What follows belongs to an exercise in optimizing a design on an open flow for small area; a production flow would make more cautious choices.
RTL that was checked went through simulation tests only; none was proved equivalent to the original.
The RTL of run 2 was laid out without a check of its function.
No activity file was given, so power comes from the tool's default toggle rates.

[flow/design.v]
`timescale 1ns / 1ps
module spi_controller(
    input clk,
    input reset,
    output reg sensor_select,
    output reg write_start,
    output reg [7:0] write_data,
    output reg [2:0] write_count_bytes,
    input write_ready
    );
    parameter GYRO = 0;
    parameter ACCL = 1;
    parameter state_init = 0;
    parameter state_idle = 1;
    parameter state_gyro_x = 2;
    parameter state_idle_1 = 3;
    parameter state_gyro_y = 4;
    parameter state_idle_2 = 5;
    parameter state_accl_x = 6;
    parameter state_idle_3 = 7;
    parameter state_accl_y = 8;
    parameter state_idle_4 = 9;
    parameter state_accl_z = 10;
    parameter state_idle_5 = 11;
    reg [3:0] current_state;
    reg [3:0] next_state;
    always @ (posedge clk) begin
        if (reset)
            current_state <= state_init;
        else
            current_state <= next_state;
        end
    always @ (*) begin
        next_state = current_state;
        case (current_state)
            state_init: begin
                next_state = state_idle;
                end
            state_idle: begin
                if (write_ready)
                    next_state = state_gyro_x;
                end
            state_gyro_x: begin
                next_state = state_idle_1;
                end
            state_idle_1: begin
                if (write_ready)
                    next_state = state_gyro_y;
                end
            state_gyro_y: begin
                next_state = state_idle_2;
                end
            state_idle_2: begin
                if (write_ready)
                    next_state = state_accl_x;
                end
            state_accl_x: begin
                next_state = state_idle_3;
                end
            state_idle_3: begin
                if (write_ready)
                    next_state = state_accl_y;
                end
            state_accl_y: begin
                next_state = state_idle_4;
                end
            state_idle_4: begin
                if (write_ready)
                    next_state = state_accl_z;
                end
            state_accl_z: begin
                next_state = state_idle_5;
                end
            state_idle_5: begin
                if (write_ready)
                    next_state = state_gyro_x;
                end
            endcase
        end
    always @ (*) begin
        case (current_state)
            state_init: begin
                sensor_select = 1'b0;
                write_start = 1'b0;
                write_data = 8'd0;
                write_count_bytes = 3'b0;
                end
            state_idle: begin
                sensor_select = 1'b0;
                write_start = 1'b0;
                write_data = 8'd0;
                write_count_bytes = 3'b0;
                end
            state_gyro_x: begin
                sensor_select = GYRO;
                write_start = 1'b1;
                write_data = 8'h02;
                write_count_bytes = 3'd3;
                end
            state_idle_1: begin
                sensor_select = GYRO;
                write_start = 1'b0;
                write_data = 8'h02;
                write_count_bytes = 3'd3;
                end
            state_gyro_y: begin
                sensor_select = GYRO;
                write_start = 1'b1;
                write_data = 8'h04;
                write_count_bytes = 3'd3;
                end
            state_idle_2: begin
                sensor_select = GYRO;
                write_start = 1'b0;
                write_data = 8'h04;
                write_count_bytes = 3'd3;
                end
            state_accl_x: begin
                sensor_select = ACCL;
                write_start = 1'b1;
                write_data = 8'h12;
                write_count_bytes = 3'd4;
                end
            state_idle_3: begin
                sensor_select = ACCL;
                write_start = 1'b0;
                write_data = 8'h12;
                write_count_bytes = 3'd4;
                end
            state_accl_y: begin
                sensor_select = ACCL;
                write_start = 1'b1;
                write_data = 8'h14;
                write_count_bytes = 3'd4;
                end
            state_idle_4: begin
                sensor_select = ACCL;
                write_start = 1'b0;
                write_data = 8'h14;
                write_count_bytes = 3'd4;
                end
            state_accl_z: begin
                sensor_select = ACCL;
                write_start = 1'b1;
                write_data = 8'h16;
                write_count_bytes = 3'd4;
                end
            state_idle_5: begin
                sensor_select = ACCL;
                write_start = 1'b0;
                write_data = 8'h16;
                write_count_bytes = 3'd4;
                end
            default: begin
                sensor_select = 1'b0;
                write_start = 1'b0;
                write_data = 8'd0;
                write_count_bytes = 3'b0;
                end
            endcase
        end
endmodule
`timescale 1ns / 1ps
module spi_interface(
    input div_clk,
    input reset,
    input sensor_select,
    input write_start,
    input [7:0] write_data,
    input [2:0] write_count_bytes,
    output reg write_ready,
    output wire read_ready,
    output wire [7:0] read_data,
    output wire SCLK,
    output wire MOSI,
    input  wire MISO_G,
    output wire SS_G,
    input  wire MISO_A,
    output wire SS_A
    );
    parameter GYRO = 0;
    parameter ACCL = 1;
    parameter state_init = 0;
    parameter state_idle = 1;
    parameter state_write_init = 2;
    parameter state_write_set_ss = 3;
    parameter state_write_hi = 4;
    parameter state_write_lo = 5;
    parameter state_write_done = 6;
    reg [3:0] current_state;
    reg [3:0] next_state;
    reg [7:0] shift_reg_tx;
    reg tx_reset;
    reg tx_parallel_load_enable;
    reg tx_shift_right_enable;
    reg [7:0] shift_reg_rx;
    reg rx_reset;
    reg rx_shift_left_enable;
    reg slave_select_gyro;
    reg slave_select_accl;
    reg shared_clk;
    reg [3:0] count;
    reg [2:0] count_bytes;
    reg count_reset;
    reg count_load;
    reg count_enable;
    reg count_done;
    reg count_bytes_done;
    always @ (posedge div_clk) begin
        if (reset)
            current_state <= state_init;
        else
            current_state <= next_state;
        end
    always @ (*) begin
        next_state = current_state;
        case (current_state)
            state_init: begin
                next_state = state_idle;
                end
            state_idle: begin
                if (write_start)
                    next_state = state_write_init;
                end
            state_write_init: begin
                next_state = state_write_set_ss;
                end
            state_write_set_ss: begin
                next_state = state_write_hi;
                end
            state_write_hi: begin
                if (count_bytes_done)
                    next_state = state_write_done;
                else
                    next_state = state_write_lo;
                end
            state_write_lo: begin
                next_state = state_write_hi;
                end
            state_write_done: begin
                next_state = state_idle;
                end
            default: begin
                next_state = state_init;
                end
            endcase
        end
    always @ (posedge div_clk) begin
        if (tx_reset)
            shift_reg_tx <= 8'd0;
        else if (tx_parallel_load_enable)
            shift_reg_tx <= write_data;
        else if (tx_shift_right_enable)
            shift_reg_tx <= {shift_reg_tx[6:0], 1'b0};
        if (rx_reset)
            shift_reg_rx <= 8'd0;
        else if (rx_shift_left_enable && (sensor_select == GYRO))
            shift_reg_rx <= {shift_reg_rx[6:0], MISO_G};
        else if (rx_shift_left_enable && (sensor_select == ACCL))
            shift_reg_rx <= {shift_reg_rx[6:0], MISO_A};
        if (count_reset) begin
            count <= 4'd0;
            count_bytes <= 3'd0;
            count_done <= 1'b0;
            count_bytes_done <= 1'b0;
            end
        else if (count_load) begin
            count <= 4'd15;
            count_bytes <= write_count_bytes;
            end
        else if (count_enable) begin
            count <= count - 1;
            count_done <= 1'b0;
            if (count == 4'd1 && (write_count_bytes != count_bytes))
                count_done <= 1'b1;
            if (count == 4'd0) begin
                count_bytes <= count_bytes - 1;
                end
            if (count_bytes == 3'd1 && count == 4'd2)
                count_bytes_done <= 1'b1;
            end
        end
    always @ (*) begin
            write_ready = 1'b0;
            tx_reset = 1'b0;
            tx_parallel_load_enable = 1'b0;
            tx_shift_right_enable = 1'b0;
            rx_reset = 1'b0;
            rx_shift_left_enable = 1'b0;
            slave_select_gyro = 1'b1;
            slave_select_accl = 1'b1;
            shared_clk = 1'b0;
            count_reset = 1'b0;
            count_load = 1'b0;
            count_enable = 1'b0;
            case (current_state)
                state_init: begin
                    tx_reset = 1'b1;
                    rx_reset = 1'b1;
                    count_reset = 1'b1;
                    end
                state_idle: begin
                    write_ready = 1'b1;
                    count_reset = 1'b1;
                    end
                state_write_init: begin
                    count_load = 1'b1;
                    tx_parallel_load_enable = 1'b1;
                    end
                state_write_set_ss: begin
                    rx_shift_left_enable = 1'b1;
                    if (sensor_select == GYRO)
                        slave_select_gyro = 1'b0;
                    else
                        slave_select_accl = 1'b0;
                    end
                state_write_hi: begin
                    shared_clk = 1'b1;
                    tx_shift_right_enable = 1'b1;
                    count_enable = 1'b1;
                    if (sensor_select == GYRO)
                        slave_select_gyro = 1'b0;
                    else
                        slave_select_accl = 1'b0;
                    end
                state_write_lo: begin
                    shared_clk = 1'b0;
                    rx_shift_left_enable = 1'b1;
                    count_enable = 1'b1;
                    if (sensor_select == GYRO)
                        slave_select_gyro = 1'b0;
                    else
                        slave_select_accl = 1'b0;
                    end
                state_write_done: begin
                    shared_clk = 1'b0;
                    count_enable = 1'b1;
                    if (sensor_select == GYRO)
                        slave_select_gyro = 1'b0;
                    else
                        slave_select_accl = 1'b0;
                    end
                endcase
            end
        assign MOSI = shift_reg_tx[7];
        assign SS_G = slave_select_gyro;
        assign SS_A = slave_select_accl;
        assign SCLK = shared_clk;
        assign read_ready = count_done;
        assign read_data = shift_reg_rx;
endmodule
`timescale 1ns / 1ps
module spi_master(
    input clk,
    input reset,
    output wire read_ready,
    output wire [7:0] read_data,
    output wire SCLK,
    output wire MOSI,
    input  wire MISO_G,
    output wire SS_G,
    input  wire MISO_A,
    output wire SS_A
    );
    wire sensor_select;
    wire write_start;
    wire [7:0] write_data;
    wire [2:0] write_count_bytes;
    wire write_ready;
    spi_controller controller(.clk(clk),
                              .reset(reset),
                              .sensor_select(sensor_select),
                              .write_start(write_start),
                              .write_data(write_data),
                              .write_count_bytes(write_count_bytes),
                              .write_ready(write_ready));
    spi_interface spi_if(.div_clk(clk),
                            .reset(reset),
                            .sensor_select(sensor_select),
                            .write_start(write_start),
                            .write_data(write_data),
                            .write_count_bytes(write_count_bytes),
                            .write_ready(write_ready),
                            .read_ready(read_ready),
                            .read_data(read_data),
                            .SCLK(SCLK),
                            .MOSI(MOSI),
                            .MISO_G(MISO_G),
                            .SS_G(SS_G),
                            .MISO_A(MISO_A),
                            .SS_A(SS_A));
endmodule
`timescale 1ns / 1ps
module spi_axis_bridge(
    input clk,
    input reset,
    input read_ready,
    input [7:0] read_data,
    input TREADY,
    output reg TVALID,
    output [103:0] TDATA
    );
    reg [103:0] register_buffer;
    reg [3:0] internal_counter;
    always @ (posedge clk) begin
        if (reset)
            register_buffer <= 104'd0;
        else if (read_ready)
            register_buffer <= {register_buffer[95:0], read_data};
        end
    always @ (posedge clk) begin
        if (reset)
            internal_counter <= 4'd0;
        else if (internal_counter == 4'd13)
            internal_counter <= 4'd0;
        else if (read_ready)
            internal_counter <= internal_counter + 1'b1;
        end
    always @ (posedge clk) begin
        if (reset)
            TVALID <= 1'b0;
        else if (internal_counter == 4'd13)
            TVALID <= 1'b1;
        else if (TVALID && TREADY)
            TVALID <= 1'b0;
        end
    assign TDATA = register_buffer;
endmodule
`timescale 1 ns / 1 ns
module preprocessor
          (clk,
           reset,
           RAW_GYRO_X,
           RAW_GYRO_Y,
           RAW_ACCL_X,
           RAW_ACCL_Y,
           RAW_ACCL_Z,
           GYRO_X,
           GYRO_Y,
           ACCL_X,
           ACCL_Y,
           ACCL_Z,
           TVALID,
           TREADY);
  input   clk;
  input   reset;
  input   signed [15:0] RAW_GYRO_X;   
  input   signed [15:0] RAW_GYRO_Y;   
  input   signed [15:0] RAW_ACCL_X;   
  input   signed [15:0] RAW_ACCL_Y;   
  input   signed [15:0] RAW_ACCL_Z;   
  output  signed [15:0] GYRO_X;   
  output  signed [15:0] GYRO_Y;   
  output  signed [15:0] ACCL_X;   
  output  signed [15:0] ACCL_Y;   
  output  signed [15:0] ACCL_Z;   
  input TVALID;
  output TREADY;
  assign TREADY = 1'b1;
  wire signed [30:0] Data_Type_Conversion6_out1;   
  wire signed [61:0] Gain8_mul_temp;   
  wire signed [16:0] Gain8_out1;   
  wire signed [33:0] Gain12_mul_temp;   
  wire signed [15:0] Gain12_out1;   
  reg signed [15:0] Unit_Delay_out1;   
  wire signed [30:0] Data_Type_Conversion1_out1;   
  wire signed [61:0] Gain2_mul_temp;   
  wire signed [16:0] Gain2_out1;   
  wire signed [33:0] Gain1_mul_temp;   
  wire signed [15:0] Gain1_out1;   
  reg signed [15:0] Unit_Delay1_out1;   
  wire signed [30:0] Data_Type_Conversion_out1;   
  wire signed [61:0] Gain3_mul_temp;   
  wire signed [16:0] Gain3_out1;   
  wire signed [33:0] Gain4_mul_temp;   
  wire signed [15:0] Gain4_out1;   
  reg signed [15:0] Unit_Delay2_out1;   
  wire signed [30:0] Data_Type_Conversion2_out1;   
  wire signed [61:0] Gain5_mul_temp;   
  wire signed [16:0] Gain5_out1;   
  wire signed [33:0] Gain6_mul_temp;   
  wire signed [15:0] Gain6_out1;   
  reg signed [15:0] Unit_Delay3_out1;   
  wire signed [30:0] Data_Type_Conversion3_out1;   
  wire signed [61:0] Gain7_mul_temp;   
  wire signed [16:0] Gain7_out1;   
  wire signed [33:0] Gain9_mul_temp;   
  wire signed [15:0] Gain9_out1;   
  reg signed [15:0] Unit_Delay4_out1;   
  assign Data_Type_Conversion6_out1 = {RAW_GYRO_X, 15'b000000000000000};
  assign Gain8_mul_temp = 31'sb0100000000000000100000000000001 * Data_Type_Conversion6_out1;
  assign Gain8_out1 = Gain8_mul_temp[60:44] + $signed({1'b0, Gain8_mul_temp[43] & (( ~ Gain8_mul_temp[61]) | (|Gain8_mul_temp[42:0]))});
  assign Gain12_mul_temp = 17'sb01111101000000000 * Gain8_out1;
  assign Gain12_out1 = Gain12_mul_temp[31:16] + $signed({1'b0, Gain12_mul_temp[15] & (( ~ Gain12_mul_temp[33]) | (|Gain12_mul_temp[14:0]))});
  always @(posedge clk)
    begin : Unit_Delay_process
      if (reset == 1'b1) begin
        Unit_Delay_out1 <= 16'sb0000000000000000;
      end
      else if (TREADY && TVALID) begin
        Unit_Delay_out1 <= Gain12_out1;
      end
    end
  assign GYRO_X = Unit_Delay_out1;
  assign Data_Type_Conversion1_out1 = {RAW_GYRO_Y, 15'b000000000000000};
  assign Gain2_mul_temp = 31'sb0100000000000000100000000000001 * Data_Type_Conversion1_out1;
  assign Gain2_out1 = Gain2_mul_temp[60:44] + $signed({1'b0, Gain2_mul_temp[43] & (( ~ Gain2_mul_temp[61]) | (|Gain2_mul_temp[42:0]))});
  assign Gain1_mul_temp = 17'sb01111101000000000 * Gain2_out1;
  assign Gain1_out1 = Gain1_mul_temp[31:16] + $signed({1'b0, Gain1_mul_temp[15] & (( ~ Gain1_mul_temp[33]) | (|Gain1_mul_temp[14:0]))});
  always @(posedge clk)
    begin : Unit_Delay1_process
      if (reset == 1'b1) begin
        Unit_Delay1_out1 <= 16'sb0000000000000000;
      end
      else if (TREADY && TVALID) begin
        Unit_Delay1_out1 <= Gain1_out1;
      end
    end
  assign GYRO_Y = Unit_Delay1_out1;
  assign Data_Type_Conversion_out1 = {RAW_ACCL_X, 15'b000000000000000};
  assign Gain3_mul_temp = 31'sb0100000000000000100000000000001 * Data_Type_Conversion_out1;
  assign Gain3_out1 = Gain3_mul_temp[60:44] + $signed({1'b0, Gain3_mul_temp[43] & (( ~ Gain3_mul_temp[61]) | (|Gain3_mul_temp[42:0]))});
  assign Gain4_mul_temp = 17'sb01011101110000000 * Gain3_out1;
  assign Gain4_out1 = Gain4_mul_temp[31:16] + $signed({1'b0, Gain4_mul_temp[15] & (( ~ Gain4_mul_temp[33]) | (|Gain4_mul_temp[14:0]))});
  always @(posedge clk)
    begin : Unit_Delay2_process
      if (reset == 1'b1) begin
        Unit_Delay2_out1 <= 16'sb0000000000000000;
      end
      else if (TREADY && TVALID) begin
        Unit_Delay2_out1 <= Gain4_out1;
      end
    end
  assign ACCL_X = Unit_Delay2_out1;
  assign Data_Type_Conversion2_out1 = {RAW_ACCL_Y, 15'b000000000000000};
  assign Gain5_mul_temp = 31'sb0100000000000000100000000000001 * Data_Type_Conversion2_out1;
  assign Gain5_out1 = Gain5_mul_temp[60:44] + $signed({1'b0, Gain5_mul_temp[43] & (( ~ Gain5_mul_temp[61]) | (|Gain5_mul_temp[42:0]))});
  assign Gain6_mul_temp = 17'sb01011101110000000 * Gain5_out1;
  assign Gain6_out1 = Gain6_mul_temp[31:16] + $signed({1'b0, Gain6_mul_temp[15] & (( ~ Gain6_mul_temp[33]) | (|Gain6_mul_temp[14:0]))});
  always @(posedge clk)
    begin : Unit_Delay3_process
      if (reset == 1'b1) begin
        Unit_Delay3_out1 <= 16'sb0000000000000000;
      end
      else if (TREADY && TVALID) begin
        Unit_Delay3_out1 <= Gain6_out1;
      end
    end
  assign ACCL_Y = Unit_Delay3_out1;
  assign Data_Type_Conversion3_out1 = {RAW_ACCL_Z, 15'b000000000000000};
  assign Gain7_mul_temp = 31'sb0100000000000000100000000000001 * Data_Type_Conversion3_out1;
  assign Gain7_out1 = Gain7_mul_temp[60:44] + $signed({1'b0, Gain7_mul_temp[43] & (( ~ Gain7_mul_temp[61]) | (|Gain7_mul_temp[42:0]))});
  assign Gain9_mul_temp = 17'sb01011101110000000 * Gain7_out1;
  assign Gain9_out1 = Gain9_mul_temp[31:16] + $signed({1'b0, Gain9_mul_temp[15] & (( ~ Gain9_mul_temp[33]) | (|Gain9_mul_temp[14:0]))});
  always @(posedge clk)
    begin : Unit_Delay4_process
      if (reset == 1'b1) begin
        Unit_Delay4_out1 <= 16'sb0000000000000000;
      end
      else if (TREADY && TVALID) begin
        Unit_Delay4_out1 <= Gain9_out1;
      end
    end
  assign ACCL_Z = Unit_Delay4_out1;
endmodule
`timescale 1ns / 1ps
module attitude_estimation(
    input clk,
    input reset,
    output SCLK,
    output MOSI,
    input  MISO_G,
    output SS_G,
    input  MISO_A,
    output SS_A,
    output [15:0] gyro_x,
    output [15:0] gyro_y,
    output [15:0] accl_x,
    output [15:0] accl_y,
    output [15:0] accl_z
    );
    wire read_ready;
    wire [7:0] read_data;
    wire TREADY;
    wire TVALID;
    wire [103:0] TDATA;
    spi_master master (.clk(clk),
                       .reset(reset),
                       .read_ready(read_ready),
                       .read_data(read_data),
                       .SCLK(SCLK),
                       .MOSI(MOSI),
                       .MISO_G(MISO_G),
                       .SS_G(SS_G),
                       .MISO_A(MISO_A),
                       .SS_A(SS_A));
    spi_axis_bridge bridge (.clk(clk),
                            .reset(reset),
                            .read_ready(read_ready),
                            .read_data(read_data),
                            .TREADY(TREADY),
                            .TVALID(TVALID),
                            .TDATA(TDATA));
    preprocessor preprocessor (.clk(clk),
                               .reset(reset),
                               .RAW_GYRO_X({TDATA[95:88], TDATA[103:96]}),
                               .RAW_GYRO_Y({TDATA[79:72], TDATA[87:80]}),
                               .RAW_ACCL_X({TDATA[55:48], TDATA[63:56]}),
                               .RAW_ACCL_Y({TDATA[31:24], TDATA[39:32]}),
                               .RAW_ACCL_Z({TDATA[7:0], TDATA[15:8]}),
                               .GYRO_X(gyro_x),
                               .GYRO_Y(gyro_y),
                               .ACCL_X(accl_x),
                               .ACCL_Y(accl_y),
                               .ACCL_Z(accl_z),
                               .TREADY(TREADY),
                               .TVALID(TVALID));
endmodule
[flow/run.sh]
#!/bin/bash
# synth_recipe.tcl (not shown) runs the flow's synth.tcl, then flattens the netlist and writes it again
# the make line also repeats each setting of config.mk as NAME=value (left out here)
make -C /OpenROAD-flow-scripts/flow DESIGN_CONFIG=/design/flow/config.mk WORK_HOME=/design/flow/orfs CLKGATE_MAP_FILE= SYNTH_SCRIPT=/design/flow/synth_recipe.tcl finish
[flow/config.mk]
export PLATFORM = sky130hd
export DESIGN_NAME = attitude_estimation
export DESIGN_NICKNAME = attitude_estimation
export VERILOG_FILES = /design/flow/design.v
export SDC_FILE = /design/flow/constraint.sdc
export NUM_CORES = 4
export LEC_CHECK = 0
export CAP_MARGIN = 20
export CORE_MARGIN = 2
export CORE_UTILIZATION = 40
export SLEW_MARGIN = 20
[flow/constraint.sdc]
create_clock -name core_clock -period 16.0 [get_ports {clk}]
set_input_delay 3.2000 -clock core_clock [delete_from_list [all_inputs] [get_ports {clk}]]
set_output_delay 3.2000 -clock core_clock [all_outputs]
set_load 0.01 [all_outputs]
==> results of run 1 <==
## worst max-delay path by stage
stage / slack [ns] / cells past startpoint / endpoint
floorplan: 3.17 / 54 / preprocessor.Unit_Delay3_out1[14]
global placement: 2.31 / 53 / preprocessor.Unit_Delay3_out1[14]
detailed placement: 2.01 / 53 / preprocessor.Unit_Delay3_out1[14]
CTS: 1.96 / 53 / preprocessor.Unit_Delay3_out1[14]
global route: 0.94 / 53 / preprocessor.Unit_Delay3_out1[14]
finish: 2.01 / 53 / preprocessor.Unit_Delay3_out1[14]
## final cells by class
| class | count | area, sq um | area share |
|---|---|---|---|
| inverter | 763 | 2864 | 0.06418 |
| timing repair buffer | 98 | 967.2 | 0.02167 |
| tap | 1380 | 1727 | 0.03869 |
| clock buffer | 35 | 799.5 | 0.01792 |
| sequential | 225 | 4512 | 0.1011 |
| clock inverter | 19 | 276.5 | 0.006197 |
| multi-input combinational | 3661 | 33480 | 0.7502 |
## placed cells by master (no fill, tap or decap), types with 15 or more instances in the layout
master           Yosys  routed
a211o_1             17      17
a211oi_1            79      79
a21o_1              91      91
a21oi_1            202     202
a311oi_1            20      20
a31oi_1             46      46
and2_1              43      43
and3_1              46      46
and4_1              30      30
clkbuf_16            0      30
clkdlybuf4s50_1      0      86
dfxtp_1            225     223
fa_1               381     381
ha_1               740     740
inv_1              761     761
mux2i_1            133     133
nand2_1            187     187
nand2b_1            36      36
nand3_1             94      94
nand4_1             71      71
nor2_1             356     356
nor2b_1             29      29
nor3_1              97      97
nor4_1              43      43
o2111ai_1           15      15
o211ai_1            30      30
o21a_1              37      37
o21ai_0            133     133
o21bai_1            19      19
or2_2               20      20
or3_1               36      36
xnor2_1            202     201
xor2_1             151     151
## critical path: cells and delay by family (launching register included)
family                   cells  cell delay, ns
AND/OR/NAND/NOR             10            2.27
adder cells (fa/ha/maj)     16            5.76
buffers and inverters        7            0.40
XOR/XNOR                     4            1.06
flip-flops                   1            0.75
AO/OA/AOI/OAI               16            3.56
## logic make-up (layout without fill, tap and decap cells)
family | Yosys count | after routing | share of synthesized area
mux | 137 | 137 | 0.03324
flops | 225 | 225 | 0.1088
simple gates | 1171 | 1171 | 0.1450
compound gates | 874 | 874 | 0.1449
buf+inv | 899 | 915 | 0.08283
xor+xnor | 358 | 358 | 0.07743
fa+ha+maj | 1121 | 1121 | 0.4079
## metal layers
layer,global-route usage,up-vias
met5,0,-
met4,0.05099,2
met2,0.3053,523
met1,0.2618,15700
li1,-,16560
met3,0.01754,124
## report_power, final
group          internal (W)  switching (W)
combinational    0.00000688      0.0000175
sequential         0.000563     0.00000332
clock              0.000455       0.000295
## state kept, by name (all words and copies together), names as in the netlist, 7 cells and up
| signal | count |
|---|---|
| preprocessor.Unit_Delay_out1 | 16 |
| master.spi_if.shift_reg_rx | 8 |
| master.spi_if.shift_reg_tx | 7 |
| preprocessor.Unit_Delay4_out1 | 16 |
| preprocessor.Unit_Delay3_out1 | 16 |
| preprocessor.Unit_Delay2_out1 | 16 |
| preprocessor.Unit_Delay1_out1 | 16 |
| bridge.register_buffer | 104 |
## per-stage QoR
| stage | hold slack (ns) | power (W) |
|---|---|---|
| finish | 0.4687 | 0.001340 |
| global route | 0.4952 | 0.001388 |
| CTS | 0.4650 | 0.001365 |
| detailed placement | 0.4510 | 0.0006027 |
| global placement | 0.4528 | 0.0006028 |
| floorplan | 0.4243 | 0.0005951 |
==> results.ini, run 1 <==
[worst_setup_path]
path_max_fanout=18
crit_required_ns=16.42
r2r-end=preprocessor.Unit_Delay3_out1[14]
cpMostUsedCell=ha_1
r2r_slack_ns=2.01
critical_path.endpoint_type=flop
reg2reg_depth=53
worstPathArrival_ns=14.41
critical_path_class=reg2reg
crit_slowest_cell=dfxtp_1
slowest_delay_ns=0.75
r2r-start=bridge.register_buffer[31]
start_kind=flop
startpoint=bridge.register_buffer[31]

[yosys]
synth_flop_cell=dfxtp_1
synth_nets=5910
netlist_instances=4785
synth_top_area_frac=0.2236
synthArstFlopShare=0
yosys.area.top_type=ha_1
syn_area_per_cell_sq_um=8.652
synthMostInstantiatedCell=inv_1
ys_top_cells_by_count=761 x inv_1, 740 x ha_1, 381 x fa_1, 356 x nor2_1, 225 x dfxtp_1
synth.area.top_cells=ha_1 22%, fa_1 18%, dfxtp_1 11%, inv_1 6.9%, xnor2_1 4.3%
ys_warn_count=4
synth_edf_count=0
seq_area_frac_synth=0.1088
syn_area_sq_um=41400
ys_seq_elements=225
synth.distinct_cells=106

[final_layout]
post-route-cell-area_sq_um=44620
num-fill-cells=10330
drive_gt1_frac=0.02874
final_cells=6181
antennaDiodeCount=0
syn_to_final_growth_pct=7.779
num-nets-final=5903
final_util=0.4330

[floorplanning]
row_count=118
die_area_sq_um=106100
start_util=0.4018
fp.dieW_microns=325.7
die_y_microns=325.7
ios=88
core_area_sq_um=103100

[power]
peakVddDrop_mv=0.08986
power_density_nw_per_um2=30.04
p_leak_nw=23.15

[grt]
overflow=0
grt_max_degree=143
grt_pass1_vias=32930
grt_pass1_wl_mm=167.0
antenna_found_initial=1
grt_use_total=0.1864

[timing]
setup_violations=0
fin_ws_ns=2.011
fmax_mhz=71.48
fin_crit_sh=0.8743
tightest_slew_ns=1.067
fin_skew_ns=0.04820
layout_min_cycle_time_ns=13.99
rsz0062_at_grt=false
max_slew_margin=0.2885
hold_violations=0
maxSlewViolCount=0
totalNegativeSetupSlack_ns=0

[detailed_routing]
routed_via_density=5.324
drc=0
wl_per_cell_microns=15.95
routed_wl_mm=98.57
route.met2.wl_mm=44.48
top_layer=met5
vias=32910
ant_nets=0
wl_met3_mm=3.599
dr.first_iter.drc_count=1879
met1_length_mm=47.84
drt_first_pass_iters=5

[placed_design]
place_area_sq_um=43550
gp_congestion=0.9357
io_buffer_count=87
dp_slack_ns=2.006
dp.cells=6127
hpwl_mm=81.06

[clock_network]
cts-root-buf=clkbuf_16
postCtsSetupBuffers=0
insertion_delay_ns=0.64
cts_buffers=29
cts_hold_buffers=0
cts.path.max_buffers=3
path_clk_slew_ns=0.06
htreeDepth=1
clock-sinks=225
post_cts_resized=0
cts_tree=done

[min_path]
hp-start=master.spi_if.write_data[1]
holdPathEnd=master.spi_if.shift_reg_tx[1]
hold_depth=1
hold_path_class=reg2reg

[job]
drv_cap=0

[run_status]
status=complete, no violations

==> run 2: changes to the inputs <==
==> flow/design.v (replaced) <==
module rca #(parameter W = 8) (input [W-1:0] a, input [W-1:0] b, input ci, output [W-1:0] s);
  wire [W:0] c;
  assign c[0] = ci;
  genvar i;
  generate for (i = 0; i < W; i = i + 1) begin : g
    assign s[i] = a[i] ^ b[i] ^ c[i];
    assign c[i+1] = (a[i] & b[i]) | (c[i] & (a[i] ^ b[i]));
  end endgenerate
endmodule
module preprocessor(input [15:0] x, input acc, output [15:0] r);
  wire s = x[15];
  wire pos = ~x[15] & x[14];
  wire neg = x[15] & (~x[14] | ~|x[13:0]);
  wire [16:0] y;
  rca #(17) ay (.a({x[15], x}), .b({{16{neg}}, pos|neg}), .ci(1'b0), .s(y));
  wire [19:0] y20 = {{3{y[16]}}, y};
  wire [18:0] A;
  rca #(18) aa (.a(y20[18:1]), .b(y20[17:0]), .ci(1'b1), .s(A[18:1]));
  assign A[0] = y[0];
  wire [18:0] Pm = acc ? A : {y20[16:0], 2'b10};
  wire [19:0] Q;
  rca #(20) aq (.a({y20[16:0], 3'b0}), .b(acc ? y20 : {y20[17:0], s, s}), .ci(1'b0), .s(Q));
  wire [25:0] m;
  rca #(26) am (.a({Pm, 7'b0}), .b(~{{6{Q[19]}}, Q}), .ci(~s), .s(m));
  assign r = m[24:9];
endmodule
`timescale 1ns / 1ps
module attitude_estimation(
    input clk,
    input reset,
    output SCLK,
    output MOSI,
    input  MISO_G,
    output SS_G,
    input  MISO_A,
    output SS_A,
    output [15:0] gyro_x,
    output [15:0] gyro_y,
    output [15:0] accl_x,
    output [15:0] accl_y,
    output [15:0] accl_z
    );
    reg [8:0] t;
    always @(posedge clk)
        if (reset)        t <= 9'd0;
        else if (t == 310) t <= 9'd3;
        else              t <= t + 9'd1;
    wire ssg = (t >= 4 && t <= 104 && !(t >= 53 && t <= 55));
    wire ssa = (t >= 108 && t <= 308 && !(t >= 173 && t <= 175) && !(t >= 241 && t <= 243));
    assign SS_G = ~ssg;
    assign SS_A = ~ssa;
    assign SCLK = t[0] & (ssg | ssa);
    reg mosi;
    always @* case (t[8:1])
        8, 33, 57, 60, 91, 93, 125, 127, 128: mosi = 1'b1;
        default: mosi = 1'b0;
    endcase
    assign MOSI = mosi;
    wire sample = ~t[0] & ((t >= 20 && t <= 50) || (t >= 72 && t <= 102) || (t >= 140 && t <= 170) ||
                           (t >= 208 && t <= 238) || (t >= 276 && t <= 306));
    wire wb = (t == 54) || (t == 106) || (t == 174) || (t == 242);
    wire acc = t[8] | (t > 107);
    reg [16:0] rw;
    always @(posedge clk)
        rw <= {rw[15:0], sample ? ((t < 105) ? MISO_G : MISO_A) : rw[16]};
    wire [15:0] x = {rw[0], rw[15], rw[13], rw[11], rw[9], rw[7], rw[5], rw[3],
                     rw[16], rw[14], rw[12], rw[10], rw[8], rw[6], rw[4], rw[2]};
    wire [15:0] r;
    preprocessor pp (.x(x), .acc(acc), .r(r));
    reg [63:0] rp;
    wire [63:0] rot = {rp[62:0], rp[63]};
    integer i;
    reg [63:0] rpn;
    always @* begin
        rpn = rot;
        if (wb)
            for (i = 0; i < 16; i = i + 1)
                rpn[16*(i/4) + i%4] = r[i];
    end
    always @(posedge clk) rp <= rpn;
    function [15:0] pick(input [63:0] v, input integer T);
        integer b;
        begin
            for (b = 0; b < 16; b = b + 1)
                pick[b] = v[(16*(b/4) + b%4 + 309 - T) % 64];
        end
    endfunction
    reg [79:0] O;
    always @(posedge clk)
        if (reset)         O <= 80'd0;
        else if (t == 310) O <= {pick(rp, 54), pick(rp, 106), pick(rp, 174), pick(rp, 242), r};
    assign {gyro_x, gyro_y, accl_x, accl_y, accl_z} = O;
endmodule
--- a/flow/config.mk
+++ b/flow/config.mk
@@ -8,4 +8,6 @@
 export CAP_MARGIN = 20
 export CORE_MARGIN = 2
-export CORE_UTILIZATION = 40
+export CORE_UTILIZATION = 70
+export CTS_BUF_LIST = sky130_fd_sc_hd__clkbuf_8
+export PLACE_DENSITY = 0.8
 export SLEW_MARGIN = 20
==> run 2 against run 1 <==
Still clean on timing, DRC and antenna. Routed wire length fell by 83%. Final cell count is 84% lower. Sequential share of layout area grew 29 points. Flip-flop and latch count shrank 55. Synthesized cell count is 84% lower. Via count fell by 83%. Non-clock buffer count fell by 7. Clock-buffer cell count decreased by 18. Sequential power is 24% lower. Critical path depth down 11.
==> results.ini, run 2 <==
[timing]
setup_violations=0  ; unchanged
hold_violations=0  ; unchanged
fin_ws_ns=3.280  ; was 2.011 ns
tightest_slew_ns=0.8115  ; was 1.067 ns
fmax_mhz=78.62  ; was 71.48 MHz
totalNegativeSetupSlack_ns=0  ; unchanged
max_slew_margin=0.4583  ; was 0.2885
fin_crit_sh=0.7950  ; was 0.8743
fin_skew_ns=0.01571  ; was 0.04820 ns
rsz0062_at_grt=false  ; unchanged
maxSlewViolCount=0  ; unchanged
layout_min_cycle_time_ns=12.72  ; was 13.99 ns

[power]
power_density_nw_per_um2=87.70  ; was 30.04 nW/um^2
p_leak_nw=3.404  ; was 23.15 nW
p_int_w=0.0005588  ; was 0.001024 W
combPwrFrac=0.054  ; was 0.018
p_sw_w=0.0002032  ; was 0.0003162 W
pwr-share-seq=0.563  ; was 0.422
pwr-share-clk=0.383  ; was 0.560
p_sw_frac=0.2667  ; was 0.2359
peakVddDrop_mv=0.1185  ; was 0.08986 mV

[floorplanning]
core_area_sq_um=10320  ; was 103,100 sq um
ios=88  ; unchanged
die_area_sq_um=11460  ; was 106,100 sq um
die_y_microns=107.1  ; was 325.7 microns
fp.dieW_microns=107.1  ; was 325.7 microns
row_count=37  ; was 118
start_util=0.7200  ; was 0.4018

[worst_setup_path]
worst_path_dominant_cell_family=adder cells  ; unchanged
cp_num_buf_inv=9  ; was 7
crit_required_ns=16.29  ; was 16.42 ns
critical_path.endpoint_type=flop  ; unchanged
crit_slowest_cell=nand2b_1  ; was dfxtp_1
critical_path_class=reg2reg  ; unchanged
cpMostUsedCell=fa_1  ; was ha_1
slowest_delay_ns=0.65  ; was 0.75 ns
start_kind=flop  ; unchanged
worstPathArrival_ns=13.01  ; was 14.41 ns
path_max_fanout=10  ; was 18

[final_layout]
seq_area_sq_um=3403  ; was 4512 sq um
multi_input_area_sq_um=3612  ; was 33,480 sq um
final_cells=993  ; was 6,181
post-route-cell-area_sq_um=8688  ; was 44,620 sq um
largest_reg_flops=80  ; was 104
num-fill-cells=581  ; was 10,330
reg_top3=O x80, rp x64, rw x17
num-nets-final=917  ; was 5,903
final_cell_mix=172 x nand2_1, 170 x dfxtp_1, 102 x a21oi_1  ; was 761 x inv_1, 740 x ha_1, 381 x fa_1
drive_gt1_frac=0.06768  ; was 0.02874
syn_to_final_growth_pct=16.88  ; was 7.779%
antennaDiodeCount=0  ; unchanged
top_register=O  ; was bridge.register_buffer
final_common_cell=nand2_1  ; was inv_1

[yosys]
netlist_instances=782  ; was 4,785
synthMostInstantiatedCell=nand2_1  ; was inv_1
synth_nets=855  ; was 5,910
ys_seq_elements=170  ; was 225
yosys.area.top_type=dfxtp_1  ; was ha_1
synth.area.top_cells=dfxtp_1 46%, fa_1 16%, nand2_1 8.7%, a21oi_1 6.9%, inv_1 2.8%  ; was ha_1 22%, fa_1 18%, dfxtp_1 11%, inv_1 6.9%, xnor2_1 4.3%
ys_warn_count=1  ; was 4
syn_area_per_cell_sq_um=9.506  ; was 8.652 sq um
seq_area_frac_synth=0.4578  ; was 0.1088
syn_area_sq_um=7433  ; was 41,400 sq um
synth_edf_count=0  ; unchanged
ys_top_cells_by_count=172 x nand2_1, 170 x dfxtp_1, 102 x a21oi_1, 59 x fa_1, 56 x inv_1  ; was 761 x inv_1, 740 x ha_1, 381 x fa_1, 356 x nor2_1, 225 x dfxtp_1
synth_flop_cell=dfxtp_1  ; unchanged
synthArstFlopShare=0  ; unchanged
synth_top_area_frac=0.4578  ; was 0.2236
synth.distinct_cells=53  ; was 106

[grt]
overflow=0  ; unchanged
grt_pass1_wl_mm=27.60  ; was 167.0 mm
grt_busiest_layer=met2  ; unchanged
antenna_found_initial=0  ; was 1
use_met2=0.5217  ; was 0.3053
met1_usage=0.3964  ; was 0.2618
grtUsageMet3=0.05897  ; was 0.01754
grt_pass1_vias=5656  ; was 32,930
grt_use_total=0.3081  ; was 0.1864
grt_max_degree=80  ; was 143

[placed_design]
place_area_sq_um=8292  ; was 43,550 sq um
hpwl_mm=11.37  ; was 81.06 mm
gp_congestion=0.8860  ; was 0.9357
dp.cells=961  ; was 6,127
dp_slack_ns=3.337  ; was 2.006 ns
io_buffer_count=87  ; unchanged

[clock_network]
path_clk_slew_ns=0.10  ; was 0.06 ns
post_cts_resized=0  ; unchanged
cts-root-buf=clkbuf_8  ; was clkbuf_16
postCtsSetupBuffers=0  ; unchanged
cts_tree=done  ; unchanged
cts_hold_buffers=0  ; unchanged
cts.path.max_buffers=2  ; was 3
insertion_delay_ns=0.45  ; was 0.64 ns
htreeDepth=4  ; was 1
clock-sinks=170  ; was 225
cts_buffers=17  ; was 29

[detailed_routing]
drt_first_pass_iters=5  ; unchanged
dr.first_iter.drc_count=366  ; was 1,879
routed_wl_mm=16.83  ; was 98.57 mm
ant_nets=0  ; unchanged
routed_via_density=5.700  ; was 5.324
wl_per_cell_microns=16.95  ; was 15.95 microns
drc=0  ; unchanged
vias=5660  ; was 32,910

[run_status]
status=complete, no violations  ; unchanged

[job]
drv_cap=0  ; unchanged

[min_path]
hold_path_class=reg2reg  ; unchanged

run 2: cell count changes after synthesis, moves of 100 or more:
cell and change:
a21oi_1 -100, fa_1 -322, ha_1 -730, inv_1 -705, mux2i_1 -129, nor2_1 -329, o21ai_0 -116, xnor2_1 -193
xor2_1 -150
run 2: routing by layer:
| layer | vias to the layer above | wire length (microns) |
|---|---|---|
| met5 | - | 0 |
| met4 | 0 | 401 |
| met3 | 35 | 912 |
| met2 | 197 | 8475 |
| met1 | 2756 | 7037 |
| li1 | 2672 | - |
run 2: worst paths after layout:
| path | endpoint | cells past startpoint | startpoint | slack (ns) |
|---|---|---|---|---|
| worst min-delay path | rp[42] | 0 | rp[41] | 0.34 |
| worst max-delay path | O[15] | 42 | rw[12] | 3.28 |
| worst max register to register | O[15] | 42 | rw[12] | 3.28 |
| worst min register to register | rp[42] | 0 | rp[41] | 0.34 |
run 2: area by class of cell:
class | instances | share of cell area
clock buffers | 17 | 0.02693
clock inverters | 15 | 0.01872
inverters | 56 | 0.02419
multi-input cells | 508 | 0.4158
flip-flops and latches | 170 | 0.3917
well taps | 136 | 0.01959
repair buffers | 91 | 0.1031
run 2: through the flow:
| stage | util | total power (W) | hold WS, ns |
|---|---|---|---|
| 2_1_floorplan | - | 0.0004670 | 0.3096 |
| 3_3_place_gp | 0.8032 | 0.0004763 | 0.3166 |
| 3_5_place_dp | 0.8032 | 0.0004792 | 0.3233 |
| 4_1_cts | 0.8416 | 0.0007641 | 0.3467 |
| 5_1_grt | 0.8416 | 0.0007848 | 0.3543 |
| 6_report | 0.8416 | 0.0007620 | 0.3437 |
run 2: power by group through the flow:
stage | sequential (W) | clock [W] | combinational, W
2_1_floorplan | 0.000436 | 0 | 0.0000313
3_3_place_gp | 0.000438 | 0 | 0.0000379
3_5_place_dp | 0.000439 | 0 | 0.0000406
4_1_cts | 0.000429 | 0.000295 | 0.0000408
5_1_grt | 0.000429 | 0.000309 | 0.0000460
6_report | 0.000429 | 0.000292 | 0.0000414
run 2: cells by family after synthesis:
| family | Yosys count | share of synthesized area |
|---|---|---|
| simple gates | 250 | 0.1432 |
| flops | 170 | 0.4578 |
| compound gates | 161 | 0.1247 |
| buf+inv | 104 | 0.05706 |
| fa+ha+maj | 69 | 0.1757 |
| mux | 18 | 0.02963 |
| xor+xnor | 10 | 0.01178 |
==> run 3: changes to the inputs <==
--- a/flow/design.v
+++ b/flow/design.v
@@ -59,35 +59,16 @@
     wire sample = ~t[0] & ((t >= 20 && t <= 50) || (t >= 72 && t <= 102) || (t >= 140 && t <= 170) ||
                            (t >= 208 && t <= 238) || (t >= 276 && t <= 306));
-    wire wb = (t == 54) || (t == 106) || (t == 174) || (t == 242);
-    wire acc = t[8] | (t > 107);
-    reg [16:0] rw;
+    wire wb = (t == 51) || (t == 103) || (t == 171) || (t == 239);
+    wire acc = t[8] | (t > 105);
+    reg [79:0] S;
+    wire [15:0] r;
+    preprocessor pp (.x({S[7:0], S[15:8]}), .acc(acc), .r(r));
     always @(posedge clk)
-        rw <= {rw[15:0], sample ? ((t < 105) ? MISO_G : MISO_A) : rw[16]};
-    wire [15:0] x = {rw[0], rw[15], rw[13], rw[11], rw[9], rw[7], rw[5], rw[3],
-                     rw[16], rw[14], rw[12], rw[10], rw[8], rw[6], rw[4], rw[2]};
-    wire [15:0] r;
-    preprocessor pp (.x(x), .acc(acc), .r(r));
-    reg [63:0] rp;
-    wire [63:0] rot = {rp[62:0], rp[63]};
-    integer i;
-    reg [63:0] rpn;
-    always @* begin
-        rpn = rot;
-        if (wb)
-            for (i = 0; i < 16; i = i + 1)
-                rpn[16*(i/4) + i%4] = r[i];
-    end
-    always @(posedge clk) rp <= rpn;
-    function [15:0] pick(input [63:0] v, input integer T);
-        integer b;
-        begin
-            for (b = 0; b < 16; b = b + 1)
-                pick[b] = v[(16*(b/4) + b%4 + 309 - T) % 64];
-        end
-    endfunction
+        if (sample)  S <= {S[78:0], (t < 105) ? MISO_G : MISO_A};
+        else if (wb) S[15:0] <= r;
     reg [79:0] O;
     always @(posedge clk)
         if (reset)         O <= 80'd0;
-        else if (t == 310) O <= {pick(rp, 54), pick(rp, 106), pick(rp, 174), pick(rp, 242), r};
+        else if (t == 310) O <= {S[79:16], r};
     assign {gyro_x, gyro_y, accl_x, accl_y, accl_z} = O;
 endmodule
--- a/flow/config.mk
+++ b/flow/config.mk
@@ -8,6 +8,4 @@
 export CAP_MARGIN = 20
 export CORE_MARGIN = 2
-export CORE_UTILIZATION = 70
-export CTS_BUF_LIST = sky130_fd_sc_hd__clkbuf_8
-export PLACE_DENSITY = 0.8
+export CORE_UTILIZATION = 40
 export SLEW_MARGIN = 20
==> run 3 against run 2 <==
Still clean. Synthesized area up 11%. Sequential power is 5.4% higher. Utilization down 35 points. Hold slack gained 0.097 ns. Fmax up 4.0%. Sequential share of layout area rose by 3.2 points. Register-to-register slack improved by 0.48 ns. Critical endpoint is now S[15]. Largest cell class is now registers. Largest power group unchanged. Highest routed layer unchanged.
==> results.ini, run 3 <==
[power]
p_sw_frac=0.2351  ; was 0.2667
peakVddDrop_mv=0.07251  ; was 0.1185 mV
combPwrFrac=0.014  ; was 0.054
pwr-share-clk=0.463  ; was 0.383
pwr-share-seq=0.523  ; was 0.563
power_density_nw_per_um2=87.48  ; was 87.70 nW/um^2
p_int_w=0.0006613  ; was 0.0005588 W
p_sw_w=0.0002032  ; about the same
p_leak_nw=3.349  ; was 3.404 nW
total_power_w=0.0008645  ; was 0.0007620 W

[final_layout]
num-nets-final=908  ; was 917
num-fill-cells=1867  ; was 581
final_cells=1118  ; was 993
final_cell_mix=161 x nand2_1, 89 x dfxtp_1, 88 x a21oi_1  ; was 172 x nand2_1, 170 x dfxtp_1, 102 x a21oi_1
antennaDiodeCount=0  ; unchanged
drive_gt1_frac=0.07311  ; was 0.06768
final_common_cell=nand2_1  ; unchanged
syn_to_final_growth_pct=19.48  ; was 16.88%
reg_top3=O x80, S x80, t x9  ; was O x80, rp x64, rw x17
final_util=0.4884  ; was 0.8416

[grt]
use_met2=0.2723  ; was 0.5217
overflow=0  ; unchanged
grt_use_total=0.1672  ; was 0.3081
grt_pass1_vias=5422  ; was 5,656
grtUsageMet3=0.04043  ; was 0.05897
grt_max_degree=98  ; was 80
met1_usage=0.2288  ; was 0.3964
antenna_found_initial=0  ; unchanged
grt_pass1_wl_mm=28.95  ; was 27.60 mm
grt_busiest_layer=met2  ; unchanged

[worst_setup_path]
worstPathArrival_ns=12.39  ; was 13.01 ns
path_max_fanout=6  ; was 10
crit_slowest_cell=fa_1  ; was nand2b_1
critical_path.endpoint_type=flop  ; unchanged
cpMostUsedCell=fa_1  ; unchanged
start_kind=flop  ; unchanged
critical_path_class=reg2reg  ; unchanged
slowest_delay_ns=0.56  ; was 0.65 ns
r2r_slack_ns=3.77  ; was 3.28 ns
crit_required_ns=16.16  ; was 16.29 ns

[yosys]
yosys.area.top_type=edfxtp_1  ; was dfxtp_1
synthArstFlopShare=0  ; unchanged
syn_area_sq_um=8272  ; was 7433 sq um
synthMostInstantiatedCell=nand2_1  ; unchanged
ys_warn_count=1  ; unchanged
synth.area.top_cells=edfxtp_1 29%, dfxtp_1 22%, fa_1 14%, nand2_1 7.3%, a21oi_1 5.3%  ; was dfxtp_1 46%, fa_1 16%, nand2_1 8.7%, a21oi_1 6.9%, inv_1 2.8%
ys_top_cells_by_count=161 x nand2_1, 89 x dfxtp_1, 88 x a21oi_1, 80 x edfxtp_1, 59 x fa_1  ; was 172 x nand2_1, 170 x dfxtp_1, 102 x a21oi_1, 59 x fa_1, 56 x inv_1
synth_flop_cell=dfxtp_1  ; unchanged
syn_area_per_cell_sq_um=10.71  ; was 9.506 sq um
ys_seq_elements=169  ; was 170
synth.distinct_cells=63  ; was 53
synth_edf_count=80  ; was 0
seq_area_frac_synth=0.5058  ; was 0.4578
netlist_instances=772  ; was 782
synth_nets=845  ; was 855
synth_top_area_frac=0.2904  ; was 0.4578

[clock_network]
path_clk_slew_ns=0.08  ; was 0.10 ns
postCtsSetupBuffers=0  ; unchanged
cts_tree=done  ; unchanged
cts_hold_buffers=0  ; unchanged
cts.path.max_buffers=2  ; unchanged
insertion_delay_ns=0.43  ; was 0.45 ns
htreeDepth=4  ; unchanged
cts-root-buf=clkbuf_16  ; was clkbuf_8
post_cts_resized=0  ; unchanged
cts_buffers=17  ; unchanged
clock-sinks=169  ; was 170

[run_status]
status=complete, no violations  ; unchanged

[floorplanning]
die_y_microns=147.8  ; was 107.1 microns
core_area_sq_um=20230  ; was 10,320 sq um
die_area_sq_um=21840  ; was 11,460 sq um
ios=88  ; unchanged
row_count=52  ; was 37
start_util=0.4088  ; was 0.7200
fp.dieW_microns=147.8  ; was 107.1 microns

[timing]
layout_min_cycle_time_ns=12.24  ; was 12.72 ns
totalNegativeSetupSlack_ns=0  ; unchanged
fin_crit_sh=0.7647  ; was 0.7950
fmax_mhz=81.73  ; was 78.62 MHz
setup_violations=0  ; unchanged
fin_skew_ns=0.009854  ; was 0.01571 ns
maxSlewViolCount=0  ; unchanged
rsz0062_at_grt=false  ; unchanged
tightest_slew_ns=0.9869  ; was 0.8115 ns
hold_violations=0  ; unchanged
fin_ws_ns=3.765  ; was 3.280 ns
max_slew_margin=0.3420  ; was 0.4583

[placed_design]
gp_congestion=0.8496  ; was 0.8860
io_buffer_count=87  ; unchanged
dp.cells=1085  ; was 961
hpwl_mm=11.52  ; was 11.37 mm
dp_slack_ns=3.679  ; was 3.337 ns

[detailed_routing]
drc=0  ; unchanged
wl_per_cell_microns=15.82  ; was 16.95 microns
dr.first_iter.drc_count=415  ; was 366
routed_via_density=5.033  ; was 5.700
routed_wl_mm=17.69  ; was 16.83 mm
ant_nets=0  ; unchanged
drt_first_pass_iters=5  ; unchanged
vias=5627  ; was 5,660

[job]
drv_cap=0  ; unchanged

[min_path]
hold_path_class=reg2reg  ; unchanged

## run 3: cell types whose count changed in the layout (fill, tap and decap cells not counted), sizes merged, moves of 3 or more
cell	delta
o21ai	-3
a31oi	-3
nor2	+11
or2	-3
dfxtp	-81
a211oi	+10
edfxtp	+80
mux2i	+9
nand3	-5
inv	+4
a21oi	-15
clkinv	-4
nand2	-10
## run 3: path summary, 6_finish.rpt
path | startpoint | endpoint | cells after the start
worst min register to register | S[55] | S[56] | 0
worst max register to register | S[1] | S[15] | 40
worst min-delay path | S[55] | S[56] | 0
worst max-delay path | S[1] | S[15] | 40
## run 3: final cells by class
type / instances / area [sq um] / area share
clock buffers: 17 / 425.4 / 0.04304
clock inverters: 15 / 148.9 / 0.01507
inverters: 55 / 206.4 / 0.02089
multi-input cells: 500 / 3654 / 0.3697
flip-flops and latches: 169 / 4184 / 0.4233
well taps: 270 / 337.8 / 0.03418
repair buffers: 92 / 927.1 / 0.09381
## run 3: power groups by stage
| stage | Clock, W | Sequential [W] | Combinational (W) |
|---|---|---|---|
| floorplan | 0 | 0.000459 | 0.0000111 |
| finish | 0.000400 | 0.000452 | 0.0000122 |
| CTS | 0.000411 | 0.000452 | 0.0000123 |
| global placement | 0 | 0.000462 | 0.0000122 |
| global route | 0.000429 | 0.000452 | 0.0000135 |
| detailed placement | 0 | 0.000462 | 0.0000122 |
## run 3: cell families after synthesis
| group | after synthesis | share of synthesized area |
|---|---|---|
| and+or+nand+nor | 249 | 0.1304 |
| DFF | 169 | 0.5058 |
| AOI/OAI and AO/OA | 147 | 0.1095 |
| buffers and inverters | 103 | 0.05370 |
| adders and majority gates | 69 | 0.1579 |
| muxes | 25 | 0.03207 |
| xor gates and xnor gates | 10 | 0.01059 |
## run 3: worst max-delay path, delay by kind of cell (launching register included)
family	cells	cell delay, ns
DFF	1	0.43
and+or+nand+nor	3	0.22
xor gates and xnor gates	2	0.37
muxes	1	0.09
buffers and inverters	6	0.41
adders and majority gates	26	9.91
AOI/OAI and AO/OA	2	0.55
## run 3: through the flow
stage / hold WS (ns) / instance area [sq um]
floorplan: 0.4262 / 8272
global placement: 0.4298 / 9278
detailed placement: 0.4319 / 9278
CTS: 0.4435 / 9852
global route: 0.4556 / 9883
finish: 0.4403 / 9883
## run 3: layer usage
metal | wire length [microns] | up-vias
met2 | 8587 | 127
met3 | 742 | 6
li1 | - | 2736
met5 | 0 | -
met1 | 8263 | 2758
met4 | 93 | 0
==> run 4: changes to the inputs <==
--- a/flow/design.v
+++ b/flow/design.v
@@ -41,34 +41,62 @@
     output [15:0] accl_z
     );
-    reg [8:0] t;
+    reg [3:0] c; reg [2:0] j; reg [2:0] k;
+    wire gyro = ~k[2] & ~k[1];
+    wire accl = (k == 2) | (k == 3) | (k == 4);
+    wire ovh = j[2];
+    wire c15 = &c;
     always @(posedge clk)
-        if (reset)        t <= 9'd0;
-        else if (t == 310) t <= 9'd3;
-        else              t <= t + 9'd1;
-    wire ssg = (t >= 4 && t <= 104 && !(t >= 53 && t <= 55));
-    wire ssa = (t >= 108 && t <= 308 && !(t >= 173 && t <= 175) && !(t >= 241 && t <= 243));
-    assign SS_G = ~ssg;
-    assign SS_A = ~ssa;
-    assign SCLK = t[0] & (ssg | ssa);
-    reg mosi;
-    always @* case (t[8:1])
-        8, 33, 57, 60, 91, 93, 125, 127, 128: mosi = 1'b1;
-        default: mosi = 1'b0;
-    endcase
-    assign MOSI = mosi;
-    wire sample = ~t[0] & ((t >= 20 && t <= 50) || (t >= 72 && t <= 102) || (t >= 140 && t <= 170) ||
-                           (t >= 208 && t <= 238) || (t >= 276 && t <= 306));
-    wire wb = (t == 51) || (t == 103) || (t == 171) || (t == 239);
-    wire acc = t[8] | (t > 105);
-    reg [79:0] S;
+        if (reset) begin c <= 4'd12; j <= 3'd4; k <= 3'd7; end
+        else begin
+            c <= (c15 & (j == 3)) ? 4'd12 : c + 4'd1;
+            if (c15) begin
+                case (j)
+                  0: j <= gyro ? 3'd2 : 3'd1;
+                  1: j <= 3'd2;
+                  2: j <= 3'd3;
+                  3: j <= 3'd4;
+                  default: j <= 3'd0;
+                endcase
+                if (ovh) k <= (k == 4 || k == 7) ? 3'd0 : k + 3'd1;
+            end
+        end
+    wire act = ~ovh | (c == 12);
+    assign SS_G = ~(gyro & act);
+    assign SS_A = ~(accl & act);
+    assign SCLK = c[0] & ~ovh;
+    wire [2:0] bi = c[3:1];
+    assign MOSI = (j == 0) & ((bi == 6 & (k == 0 | k == 2 | k == 4)) | (bi == 5 & (k == 1 | k == 3 | k == 4)) | (bi == 3 & ~gyro));
+    wire sample = ~ovh & j[1] & ~c[0];
+    wire wb = (c == 14) & ovh;
+    wire upd = wb & (k == 4);
+    wire acc = ~gyro;
+    reg [16:0] rw;
+    always @(posedge clk)
+        rw <= {rw[15:0], sample ? (gyro ? MISO_G : MISO_A) : rw[16]};
+    wire [15:0] x = {rw[0], rw[15], rw[13], rw[11], rw[9], rw[7], rw[5], rw[3],
+                     rw[16], rw[14], rw[12], rw[10], rw[8], rw[6], rw[4], rw[2]};
     wire [15:0] r;
-    preprocessor pp (.x({S[7:0], S[15:8]}), .acc(acc), .r(r));
-    always @(posedge clk)
-        if (sample)  S <= {S[78:0], (t < 105) ? MISO_G : MISO_A};
-        else if (wb) S[15:0] <= r;
+    preprocessor pp (.x(x), .acc(acc), .r(r));
+    reg [63:0] rp;
+    wire [63:0] rpn;
+    genvar g;
+    generate for (g = 0; g < 64; g = g + 1) begin : ring
+        if ((g % 16) < 4)
+            assign rpn[g] = wb ? r[4*(g/16) + g%16] : rp[(g + 63) % 64];
+        else
+            assign rpn[g] = rp[(g + 63) % 64];
+    end endgenerate
+    always @(posedge clk) rp <= rpn;
+    wire [15:0] p0, p1, p2, p3;
+    generate for (g = 0; g < 16; g = g + 1) begin : pk
+        assign p0[g] = rp[(16*(g/4) + g%4 + 255) % 64];
+        assign p1[g] = rp[(16*(g/4) + g%4 + 203) % 64];
+        assign p2[g] = rp[(16*(g/4) + g%4 + 135) % 64];
+        assign p3[g] = rp[(16*(g/4) + g%4 + 67) % 64];
+    end endgenerate
     reg [79:0] O;
     always @(posedge clk)
         if (reset)         O <= 80'd0;
-        else if (t == 310) O <= {S[79:16], r};
+        else if (upd) O <= {p0, p1, p2, p3, r};
     assign {gyro_x, gyro_y, accl_x, accl_y, accl_z} = O;
 endmodule
--- a/flow/config.mk
+++ b/flow/config.mk
@@ -6,6 +6,9 @@
 export NUM_CORES = 4
 export LEC_CHECK = 0
+export ABC_AREA = 1
 export CAP_MARGIN = 20
 export CORE_MARGIN = 2
-export CORE_UTILIZATION = 40
+export CORE_UTILIZATION = 85
+export CTS_BUF_LIST = sky130_fd_sc_hd__clkbuf_8
+export PLACE_DENSITY = 0.92
 export SLEW_MARGIN = 20
==> run 4 against run 3 <==
The run now fails in 3_3_place_gp. Synthesized area is 14% lower. Synthesized cell count down 0.65%.
==> results.ini, run 4 <==
[yosys]
ys_seq_elements=171  ; was 169
syn_area_sq_um=7082  ; was 8272 sq um
ys_top_cells_by_count=193 x nor2_1, 171 x dfxtp_1, 78 x nand2_1, 65 x o21ai_1, 64 x inv_1  ; was 161 x nand2_1, 89 x dfxtp_1, 88 x a21oi_1, 80 x edfxtp_1, 59 x fa_1
seq_area_frac_synth=0.4834  ; was 0.5058
synth.distinct_cells=28  ; was 63
synth.area.top_cells=dfxtp_1 48%, fa_1 17%, nor2_1 10%, o21ai_1 4.6%, nand2_1 4.1%  ; was edfxtp_1 29%, dfxtp_1 22%, fa_1 14%, nand2_1 7.3%, a21oi_1 5.3%
synth_flop_cell=dfxtp_1  ; unchanged
syn_area_per_cell_sq_um=9.233  ; was 10.71 sq um
synthMostInstantiatedCell=nor2_1  ; was nand2_1
synth_top_area_frac=0.4834  ; was 0.2904
ys_warn_count=1  ; unchanged
synth_edf_count=0  ; was 80
netlist_instances=767  ; was 772
synthArstFlopShare=0  ; unchanged
yosys.area.top_type=dfxtp_1  ; was edfxtp_1
synth_nets=845  ; unchanged

[floorplanning]
start_util=0.8706  ; was 0.4088
row_count=33  ; was 52
fp.dieW_microns=95.28  ; was 147.8 microns
ios=88  ; unchanged
die_y_microns=95.28  ; was 147.8 microns

[run_status]
stop_error=[ERROR GPL-0301] Utilization 100.748 % exceeds 100%.
haltStage=3_3_place_gp
status=aborted with a tool error  ; was complete, no violations

[placed_design]
io_buffer_count=87  ; unchanged

[run 4: cell types whose count changed after synthesis, sizes merged, moves of 12 or more]
cell    before  now
a211oi      14    2
a21oi       88   35
buf         26   13
dfxtp       89  171
edfxtp      80    0
inv         55   67
mux2        12    0
mux2i       13    0
nand2      162   79
nor2        38  196
nor3        14    2
o21ai       14   92
[run 4: cell families after synthesis]
| group | after synthesis | share of synthesized area |
|---|---|---|
| and+or+nand+nor | 283 | 0.1551 |
| AOI/OAI and AO/OA | 135 | 0.09806 |
| buffers and inverters | 100 | 0.06519 |
| xor gates and xnor gates | 4 | 0.004948 |
| DFF | 171 | 0.4834 |
| adders and majority gates | 74 | 0.1933 |
==> run 5: changes to the inputs <==
--- a/flow/config.mk
+++ b/flow/config.mk
@@ -9,6 +9,6 @@
 export CAP_MARGIN = 20
 export CORE_MARGIN = 2
-export CORE_UTILIZATION = 85
+export CORE_UTILIZATION = 70
 export CTS_BUF_LIST = sky130_fd_sc_hd__clkbuf_8
-export PLACE_DENSITY = 0.92
+export PLACE_DENSITY = 0.8
 export SLEW_MARGIN = 20
==> run 5 against run 4 <==
The run now finishes clean. Synthesized cell count unchanged. Synthesized area unchanged.
==> results.ini, run 5 <==
[yosys]
yosys.area.top_type=dfxtp_1  ; unchanged
ys_seq_elements=171  ; unchanged
yosys.area_share.simple=0.1551  ; unchanged
netlist_instances=767  ; unchanged
syn_area_sq_um=7082  ; unchanged
synthArstFlopShare=0  ; unchanged
synth_top_family_by_area=adder cells  ; unchanged
synth_edf_count=0  ; unchanged
synthMostInstantiatedCell=nor2_1  ; unchanged
syn_area_per_cell_sq_um=9.233  ; unchanged
synth_mux_area_frac=0  ; unchanged
ys_top_cells_by_count=193 x nor2_1, 171 x dfxtp_1, 78 x nand2_1, 65 x o21ai_1, 64 x inv_1  ; unchanged
synth_compound_area_frac=0.09806  ; unchanged
ys_warn_count=1  ; unchanged
synth.distinct_cells=28  ; unchanged
synth_xor_area_frac=0.004947  ; unchanged
synth.area.top_cells=dfxtp_1 48%, fa_1 17%, nor2_1 10%, o21ai_1 4.6%, nand2_1 4.1%  ; unchanged
seq_area_frac_synth=0.4834  ; unchanged
synthAdderAreaFrac=0.1933  ; unchanged
synth_nets=845  ; unchanged
synth_flop_cell=dfxtp_1  ; unchanged
synth_top_area_frac=0.4834  ; unchanged

[power]
power_density_nw_per_um2=125.5
p_leak_nw=3.756
peakVddDrop_mv=0.09765

[placed_design]
place_area_sq_um=7939
io_buffer_count=87  ; unchanged
gp_congestion=0.9268
hpwl_mm=10.24
dp_slack_ns=3.511
dp.cells=958

[timing]
hold_violations=0
layout_min_cycle_time_ns=12.46
totalNegativeSetupSlack_ns=0
setup_violations=0
worst_hold_slack_ns=0.3415
fin_crit_sh=0.7790
tightest_slew_ns=0.9029
maxSlewViolCount=0
fmax_mhz=80.24
fin_ws_ns=3.537
fin_skew_ns=0.009848
rsz0062_at_grt=false
max_slew_margin=0.3981

[detailed_routing]
routed_wl_mm=15.30
dr.first_iter.drc_count=358
routed_via_density=5.357
wl_per_cell_microns=15.45
vias=5303
drt_first_pass_iters=5
ant_nets=0
drc=0

[final_layout]
antennaDiodeCount=0
final_cells=990
syn_to_final_growth_pct=17.74
largest_reg_flops=80
num-nets-final=922
top_register=O
post-route-cell-area_sq_um=8338
reg_top3=O x80, rp x64, rw x17
drive_gt1_frac=0.05251
final_cell_mix=193 x nor2_1, 171 x dfxtp_1, 87 x clkdlybuf4s50_1
final_common_cell=nor2_1

[worst_setup_path]
critical_path.endpoint_type=flop
start_kind=flop
critical_path_class=reg2reg
path_max_fanout=11
cpMostUsedCell=fa_1
slowest_delay_ns=0.53
worstPathArrival_ns=12.77
crit_required_ns=16.31
crit_slowest_cell=nand2_1

[floorplanning]
start_util=0.7212  ; was 0.8706
core_area_sq_um=9819
fp.dieW_microns=104.6  ; was 95.28 microns
die_area_sq_um=10940
row_count=36  ; was 33
ios=88  ; unchanged
die_y_microns=104.6  ; was 95.28 microns

[clock_network]
cts_hold_buffers=0
postCtsSetupBuffers=0
cts.path.max_buffers=2
path_clk_slew_ns=0.09
clock-sinks=171
cts_buffers=17
htreeDepth=4
insertion_delay_ns=0.45
cts-root-buf=clkbuf_8
cts_tree=done
post_cts_resized=0

[grt]
grt_use_total=0.2932
overflow=0
grt_pass1_wl_mm=25.61
antenna_found_initial=0
grt_max_degree=86
grt_pass1_vias=5395

[job]
drv_cap=0

[min_path]
hold_path_class=reg2reg

[run_status]
status=complete, no violations  ; was aborted with a tool error

## run 5: cell counts after synthesis
Identical to the previous run, type by type.
## run 5: power breakdown
group          internal [W]  switching, W
Clock              0.000142      0.000162
Sequential         0.000510     0.0000499
Combinational     0.0000770      0.000105
Total              0.000729      0.000317
## run 5: final cells by class
cell class | count | area (sq um)
multi-input combinational | 496 | 3197
clock buffer | 17 | 234.0
sequential | 171 | 3423
timing repair buffer | 91 | 900.9
fill | 571 | 1481
clock inverter | 15 | 165.2
inverter | 67 | 251.5
tap | 133 | 166.4
## run 5: worst paths after layout
path | start | to | slack [ns] | cells past startpoint
worst max register to register | rw[12] | O[15] | 3.54 | 44
worst max-delay path | rw[12] | O[15] | 3.54 | 44
worst min-delay path | rw[1] | rw[2] | 0.34 | 0
worst min register to register | rw[1] | rw[2] | 0.34 | 0
## run 5: worst max-delay path: cells and delay by family, from the launching register on
| family | cells | cell delay [ns] |
|---|---|---|
| AO/OA/AOI/OAI | 3 | 0.43 |
| flip-flops | 1 | 0.40 |
| XOR/XNOR | 2 | 0.37 |
| adder cells (fa/ha/maj) | 26 | 9.64 |
| AND/OR/NAND/NOR | 5 | 0.84 |
| buffers and inverters | 8 | 0.67 |
## run 5: cells by family after synthesis
family / Yosys count
XOR/XNOR: 4
AO/OA/AOI/OAI: 135
adder cells (fa/ha/maj): 74
flip-flops: 171
AND/OR/NAND/NOR: 283
buffers and inverters: 100
## run 5: stage by stage
step / total power, W / util
floorplan: 0.0006842 / -
global placement: 0.0007355 / 0.8085
detailed placement: 0.0007465 / 0.8085
CTS: 0.001047 / 0.8491
global route: 0.001108 / 0.8491
finish: 0.001046 / 0.8491
## run 5: metal layers
metal | GRT usage | vias to the layer above | part of all wire
met4 | 0.09333 | 0 | 0.014
met5 | 0 | - | 0
li1 | - | 2558 | -
met3 | 0.05926 | 25 | 0.057
met2 | 0.5047 | 190 | 0.49
met1 | 0.3748 | 2530 | 0.44

## afterwards: timing with drivers on the ports
In the flow no input, the clock included, has a driving cell. The finished layouts below were timed again as built, in two steps.
Step 1, drivers: a clkbuf_16 drives clk and a buf_2 each remaining input, both assumed.
Step 2 adds t to the input delays and takes it off the output delays; t is the mean of the earliest and latest rising clock arrival at the registers after step 1. Input paths then give back, and output paths get back, about the clock's delay inside the block.
Three values: no drivers, after step 1, after step 2; two values: the first two.
run	t, ns	setup WS [ns]	worst slew at a driven data input, ns
run 1	0.672	2.011 / 2.011 / 2.011	0.04
run 2	0.476	3.280 / 3.280 / 3.280	0.03
run 3	0.471	3.765 / 3.765 / 3.765	0.03
run 5	0.476	3.537 / 3.537 / 3.537	0.03
After both steps setup and hold are still met in every run listed.
